This design comes from an exercise in tuning for small area, a short achievable clock period and few clock cycles on the open sky130 flow, not from production work. At most, simulation tests tie the RTL to the original design; equivalence was not proved. Power and IR drop assume default switching activity.

## seq_gcd
module seq_gcd (
	input  wire        clk,
	input  wire        rst_n,
	input  wire [31:0] la_write_a,
	input  wire [31:0] la_write_b,
	input  wire [31:0] a_i,
	input  wire [31:0] b_i,
	output wire [31:0] gcd_o,
	output wire [31:0] rdata,
	output reg         ready
);
Settings: LEC_CHECK=0, ABC_AREA=1, CAP_MARGIN=20, CORE_MARGIN=2, CORE_UTILIZATION=50, PLACE_DENSITY=0.7, SLEW_MARGIN=20; clock period 70.0 ns.
standard.sh (not shown) runs the stock make flow with config.mk's settings and CLKGATE_MAP_FILE= SYNTH_SCRIPT=/design/flow/synth_recipe.tcl, a recipe that flattens the netlist after the stock synthesis.
==> flow/flow/run.sh <==
#!/bin/bash
# The standard layout with two changes: port buffers use the smallest buffer
# cell (buf_1) instead of buffer_ports' default choice, and clock tree
# synthesis uses small clock buffers and adds no dummy loads.
set -euo pipefail
export BUFFER_PORTS_ARGS="-buffer_cell sky130_fd_sc_hd__buf_1"
export CTS_ARGS="-sink_clustering_enable -sink_clustering_size 80 -sink_clustering_max_diameter 400 -repair_clock_nets -dont_use_dummy_load -buf_list sky130_fd_sc_hd__clkbuf_8 -root_buf sky130_fd_sc_hd__clkbuf_16"
bash standard.sh > flow.log 2>&1
Testbench counts at the start, summed over its fixed seeds: cycles 24,209.
==> next run, changes <==
==> flow/flow/run.sh (replaced) <==
#!/bin/bash
# The standard layout with two changes: port buffers use the smallest buffer
# cell (buf_1) instead of buffer_ports' default choice, and clock tree
# synthesis uses small clock buffers and adds no dummy loads.
set -euo pipefail
export BUFFER_PORTS_ARGS="-buffer_cell sky130_fd_sc_hd__buf_1"
export CTS_ARGS="-sink_clustering_enable -repair_clock_nets -dont_use_dummy_load -buf_list sky130_fd_sc_hd__clkbuf_4 -root_buf sky130_fd_sc_hd__clkbuf_8"
bash standard.sh > flow.log 2>&1
- hold slack barely changes
- first-iteration DRC count is higher by 2.1%
- clock power came out lower by 31%
- maximum frequency barely changes
- synthesized cell count does not change

========
Another version of the RTL of seq_gcd (not shown whole).
For scale: ~2000 cells after synthesis, about 66 flip-flops.
clock: 70.0 ns
lec_check: 0
abc_area: 1
cap_margin: 20
core_margin: 2
core_utilization: 65
place_density: 0.8
slew_margin: 20
==> flow/flow/run.sh <==
#!/bin/bash
# The standard layout with these changes: port buffers use the smallest
# buffer cell (buf_1) instead of buffer_ports' default choice; clock tree
# synthesis adds no dummy loads; after global placement, upsize.tcl gives
# the a_q flip-flops, which drive gcd_o, the next drive strength.
set -euo pipefail
export BUFFER_PORTS_ARGS="-buffer_cell sky130_fd_sc_hd__buf_1"
export CTS_ARGS="-sink_clustering_enable -repair_clock_nets -dont_use_dummy_load -buf_list sky130_fd_sc_hd__clkbuf_4 -root_buf sky130_fd_sc_hd__clkbuf_8"
export POST_GLOBAL_PLACE_TCL="$(pwd)/flow/upsize.tcl"
bash standard.sh > flow.log 2>&1
==> flow/flow/upsize.tcl <==
# Sourced after global placement (POST_GLOBAL_PLACE_TCL): gcd_o comes
# straight from the a_q flip-flops through the output buffers, so give those
# flip-flops the next drive strength (same cell type).
set block [ord::get_db_block]
set n 0
foreach inst [$block getInsts] {
  set name [$inst getName]
  set master [[$inst getMaster] getName]
  if {[string match {a_q*} $name] && $master eq "sky130_fd_sc_hd__dfxtp_1"} {
    $inst swapMaster [[ord::get_db] findMaster sky130_fd_sc_hd__dfxtp_2]
    incr n
  }
}
puts "upsize.tcl: $n flip-flops upsized"
Testbench counts at the start, summed over its fixed seeds: cycles 24,209.
Change:
==> flow/flow/run.sh (replaced) <==
#!/bin/bash
# The standard layout with these changes: port buffers use the smallest
# buffer cell (buf_1) instead of buffer_ports' default choice; clock tree
# synthesis uses clkbuf_16 buffers and adds no dummy loads; after global placement, upsize.tcl gives
# the a_q flip-flops, which drive gcd_o, the next drive strength.
set -euo pipefail
export BUFFER_PORTS_ARGS="-buffer_cell sky130_fd_sc_hd__buf_1"
export CTS_ARGS="-sink_clustering_enable -repair_clock_nets -dont_use_dummy_load -buf_list sky130_fd_sc_hd__clkbuf_16 -root_buf sky130_fd_sc_hd__clkbuf_16"
export POST_GLOBAL_PLACE_TCL="$(pwd)/flow/upsize.tcl"
bash standard.sh > flow.log 2>&1
Settings changed: CORE_UTILIZATION 65 to 50, PLACE_DENSITY 0.8 to 0.7.
The new run produced a clean layout.
Total power went up by about 1.3%.
Wire length shrinks by about 0.6%.
Worst hold slack got worse by 66 ps.
Area after synthesis stays the same.
Die area went up by about 30%.
Design area rises by about 1.6%.
Core utilization is lower by 15 points.
Cell count rises by about 4%.
Critical path depth stays the same.
Clock skew fell by 5.5 ps.
Clock power rises by about 46%.
Change:
==> flow/flow/run.sh (replaced) <==
#!/bin/bash
# The standard layout with two changes: port buffers use the smallest buffer
# cell (buf_1) instead of buffer_ports' default choice, and clock tree
# synthesis uses small clock buffers and adds no dummy loads.
set -euo pipefail
export BUFFER_PORTS_ARGS="-buffer_cell sky130_fd_sc_hd__buf_1"
export CTS_ARGS="-sink_clustering_enable -repair_clock_nets -dont_use_dummy_load -buf_list sky130_fd_sc_hd__clkbuf_4 -root_buf sky130_fd_sc_hd__clkbuf_8"
bash standard.sh > flow.log 2>&1
removed: flow/flow/upsize.tcl
=>
- The new run passed the timing, DRC and antenna checks
- non-clock buffer count stays the same
- count of clock-buffer cells in the layout does not change
- worst setup slack gets worse by 130 ps
- final area drops slightly
- die area stays the same
Change:
==> flow/flow/run.sh (replaced) <==
#!/bin/bash
# The standard layout with these changes: port buffers use the smallest
# buffer cell (buf_1) instead of buffer_ports' default choice; clock tree
# synthesis uses small clock buffers and adds no dummy loads; after global
# placement, upsize.tcl gives the a_q flip-flops and gcd_o's output buffers
# the next drive strength.
set -euo pipefail
export BUFFER_PORTS_ARGS="-buffer_cell sky130_fd_sc_hd__buf_1"
export CTS_ARGS="-sink_clustering_enable -repair_clock_nets -dont_use_dummy_load -buf_list sky130_fd_sc_hd__clkbuf_2 -root_buf sky130_fd_sc_hd__clkbuf_8"
export POST_GLOBAL_PLACE_TCL="$(pwd)/flow/upsize.tcl"
bash standard.sh > flow.log 2>&1
==> flow/flow/upsize.tcl (new file) <==
# Sourced after global placement (POST_GLOBAL_PLACE_TCL): gcd_o comes
# straight from the a_q flip-flops through the output buffers, so give those
# flip-flops and buffers the next drive strength (same cell types).
set block [ord::get_db_block]
foreach inst [$block getInsts] {
  set name [$inst getName]
  set master [[$inst getMaster] getName]
  if {[string match {a_q\[*} $name] && $master eq "sky130_fd_sc_hd__dfxtp_1"} {
    replace_cell $name sky130_fd_sc_hd__dfxtp_2
  }
}
foreach port [$block getBTerms] {
  if {![string match {gcd_o*} [$port getName]]} { continue }
  set net [$port getNet]
  foreach iterm [$net getITerms] {
    set inst [$iterm getInst]
    if {[[$inst getMaster] getName] eq "sky130_fd_sc_hd__buf_1"} {
      replace_cell [$inst getName] sky130_fd_sc_hd__buf_2
    }
  }
}
The changed run passed the timing, DRC and antenna checks; via count barely changes; area after synthesis stays the same; routed wire length fell by 0.42%; sequential power hardly moves; core utilization rose by 0.17 points; combinational power hardly moves; power stays flat; clock skew barely changes; critical path depth is unchanged; global-route usage fell by 0.12 points; worst hold slack gets better by 3.4 ps.

========
seq_gcd again, from the RTL that the note above started with.
export LEC_CHECK = 0
export ABC_AREA = 1
export CAP_MARGIN = 20
export CORE_MARGIN = 2
export CORE_UTILIZATION = 50
export PLACE_DENSITY = 0.7
export SLEW_MARGIN = 20
create_clock -name core_clock -period 70.0 [get_ports {clk}]
==> flow/flow/run.sh <==
#!/bin/bash
# The standard layout with these changes: port buffers use the smallest
# buffer cell (buf_1) instead of buffer_ports' default choice; clock tree
# synthesis adds no dummy loads; after global placement, upsize.tcl gives
# the a_q flip-flops, which drive gcd_o, the next drive strength.
set -euo pipefail
export BUFFER_PORTS_ARGS="-buffer_cell sky130_fd_sc_hd__buf_1"
export CTS_ARGS="-sink_clustering_enable -repair_clock_nets -dont_use_dummy_load -buf_list sky130_fd_sc_hd__clkbuf_4 -root_buf sky130_fd_sc_hd__clkbuf_8"
export POST_GLOBAL_PLACE_TCL="$(pwd)/flow/upsize.tcl"
bash standard.sh > flow.log 2>&1
==> flow/flow/upsize.tcl <==
# Sourced after global placement (POST_GLOBAL_PLACE_TCL): gcd_o comes
# straight from the a_q flip-flops through the output buffers, so give those
# flip-flops the next drive strength (same cell type).
set block [ord::get_db_block]
set n 0
foreach inst [$block getInsts] {
  set name [$inst getName]
  set master [[$inst getMaster] getName]
  if {[string match {a_q*} $name] && $master eq "sky130_fd_sc_hd__dfxtp_1"} {
    $inst swapMaster [[ord::get_db] findMaster sky130_fd_sc_hd__dfxtp_2]
    incr n
  }
}
puts "upsize.tcl: $n flip-flops upsized"
Testbench counts at the start, summed over its fixed seeds: cycles 24,209.
Change:
==> flow/flow/run.sh (replaced) <==
#!/bin/bash
# The standard layout with two changes: port buffers use the smallest buffer
# cell (buf_1) instead of buffer_ports' default choice, and clock tree
# synthesis uses small clock buffers and adds no dummy loads.
set -euo pipefail
export BUFFER_PORTS_ARGS="-buffer_cell sky130_fd_sc_hd__buf_1"
export CTS_ARGS="-sink_clustering_enable -repair_clock_nets -dont_use_dummy_load -buf_list sky130_fd_sc_hd__clkbuf_4 -root_buf sky130_fd_sc_hd__clkbuf_8"
bash standard.sh > flow.log 2>&1
- CAP_MARGIN: 20 -> 0
- SLEW_MARGIN: 20 -> 0
removed: flow/flow/upsize.tcl
Effect: The changed run completed without violations; utilization went down by 0.19 points; cell area went down by 0.35%; final cell count is unchanged; critical path depth does not change; flip-flop and latch count stays the same; die area is unchanged; register-to-register slack stays flat; synthesized cell count is unchanged.

========
Another version of the RTL of seq_gcd (not shown whole).
For scale: roughly 1,000 cells after synthesis, about 66 flip-flops, ~200 I/O pins, ~0.0074 sq mm of cells after synthesis.
Settings: LEC_CHECK=0, ABC_AREA=1, CAP_MARGIN=20, CORE_MARGIN=2, CORE_UTILIZATION=50, PLACE_DENSITY=0.7, SLEW_MARGIN=20; clock period 70.0 ns.
==> flow/flow/run.sh <==
#!/bin/bash
# The standard layout, with the port buffers made from the smallest buffer
# cell (buf_1) instead of buffer_ports' default choice.
set -euo pipefail
export BUFFER_PORTS_ARGS="-buffer_cell sky130_fd_sc_hd__buf_1"
bash standard.sh > flow.log 2>&1
The starting point ran to the end with no violations.
Rerun with:
==> flow/run.sh (new file) <==
#!/bin/bash
# synth_recipe.tcl (not shown) runs the flow's synth.tcl, then flattens the netlist and writes it again
# the make line also repeats each setting of config.mk as NAME=value (left out here)
make -C /OpenROAD-flow-scripts/flow DESIGN_CONFIG=/design/flow/config.mk WORK_HOME=/design/flow/orfs CLKGATE_MAP_FILE= SYNTH_SCRIPT=/design/flow/synth_recipe.tcl finish
removed: flow/flow/run.sh
removed: flow/standard.sh
Effect: The changed run produced a clean layout; clock skew barely changes; cell area increases by 12%; core utilization is higher by 6.9 points; power climbs by 2.7%; clock-buffer cell count drops by 1.
No run of this note included a check of the RTL's function; only the layout flow was run.

==> port drivers added, routing unchanged <==
Ports are ideal in the flow. The routed layouts listed here were re-timed in OpenROAD.
Step 1 (the two cells are an assumption about what drives the block):
set clk [get_ports {clk}]
set_driving_cell -lib_cell sky130_fd_sc_hd__clkbuf_16 $clk
set_driving_cell -lib_cell sky130_fd_sc_hd__buf_2 [delete_from_list [all_inputs] $clk]
Step 2, shift: input delay + t, output delay - t, t = (earliest + latest rising clock arrival at the registers) / 2. This alone moves slack from input paths to output paths.
Three values: no drivers, after step 1, after step 2; two values: the first two.
run | t, ns | setup WS [ns] | worst setup path at the end | worst data-port slew with drivers (ns) | cell pins on the clock port's net
the first run of note 1 | 0.392 | 54.950 / 54.902 / 55.061 | input to register | 0.06 | 1
the second run of note 1 | 0.415 | 54.920 / 54.877 / 55.061 | input to register | 0.06 | 1
the first run of note 2 | 0.428 | 55.001 / 54.962 / 55.028 | input to register | 0.07 | 1
the second run of note 2 | 0.393 | 55.037 / 54.991 / 55.112 | input to register | 0.04 | 1
the third run of note 2 | 0.415 | 54.911 / 54.869 / 55.111 | input to register | 0.04 | 1
the fourth run of note 2 | 0.409 | 54.904 / 54.864 / 55.124 | input to register | 0.04 | 1
the first run of note 3 | 0.419 | 54.993 / 54.953 / 55.113 | input to register | 0.04 | 1
the second run of note 3 | 0.417 | 54.909 / 54.867 / 55.112 | input to register | 0.04 | 1
the first run of note 4 | 0.390 | 51.637 / 51.637 / 51.637 | register to register | 0.05 | 1
the second run of note 4 | 0.390 | 51.538 / 51.538 / 51.538 | register to register | 0.04 | 1
After both steps every run listed still meets setup and hold.
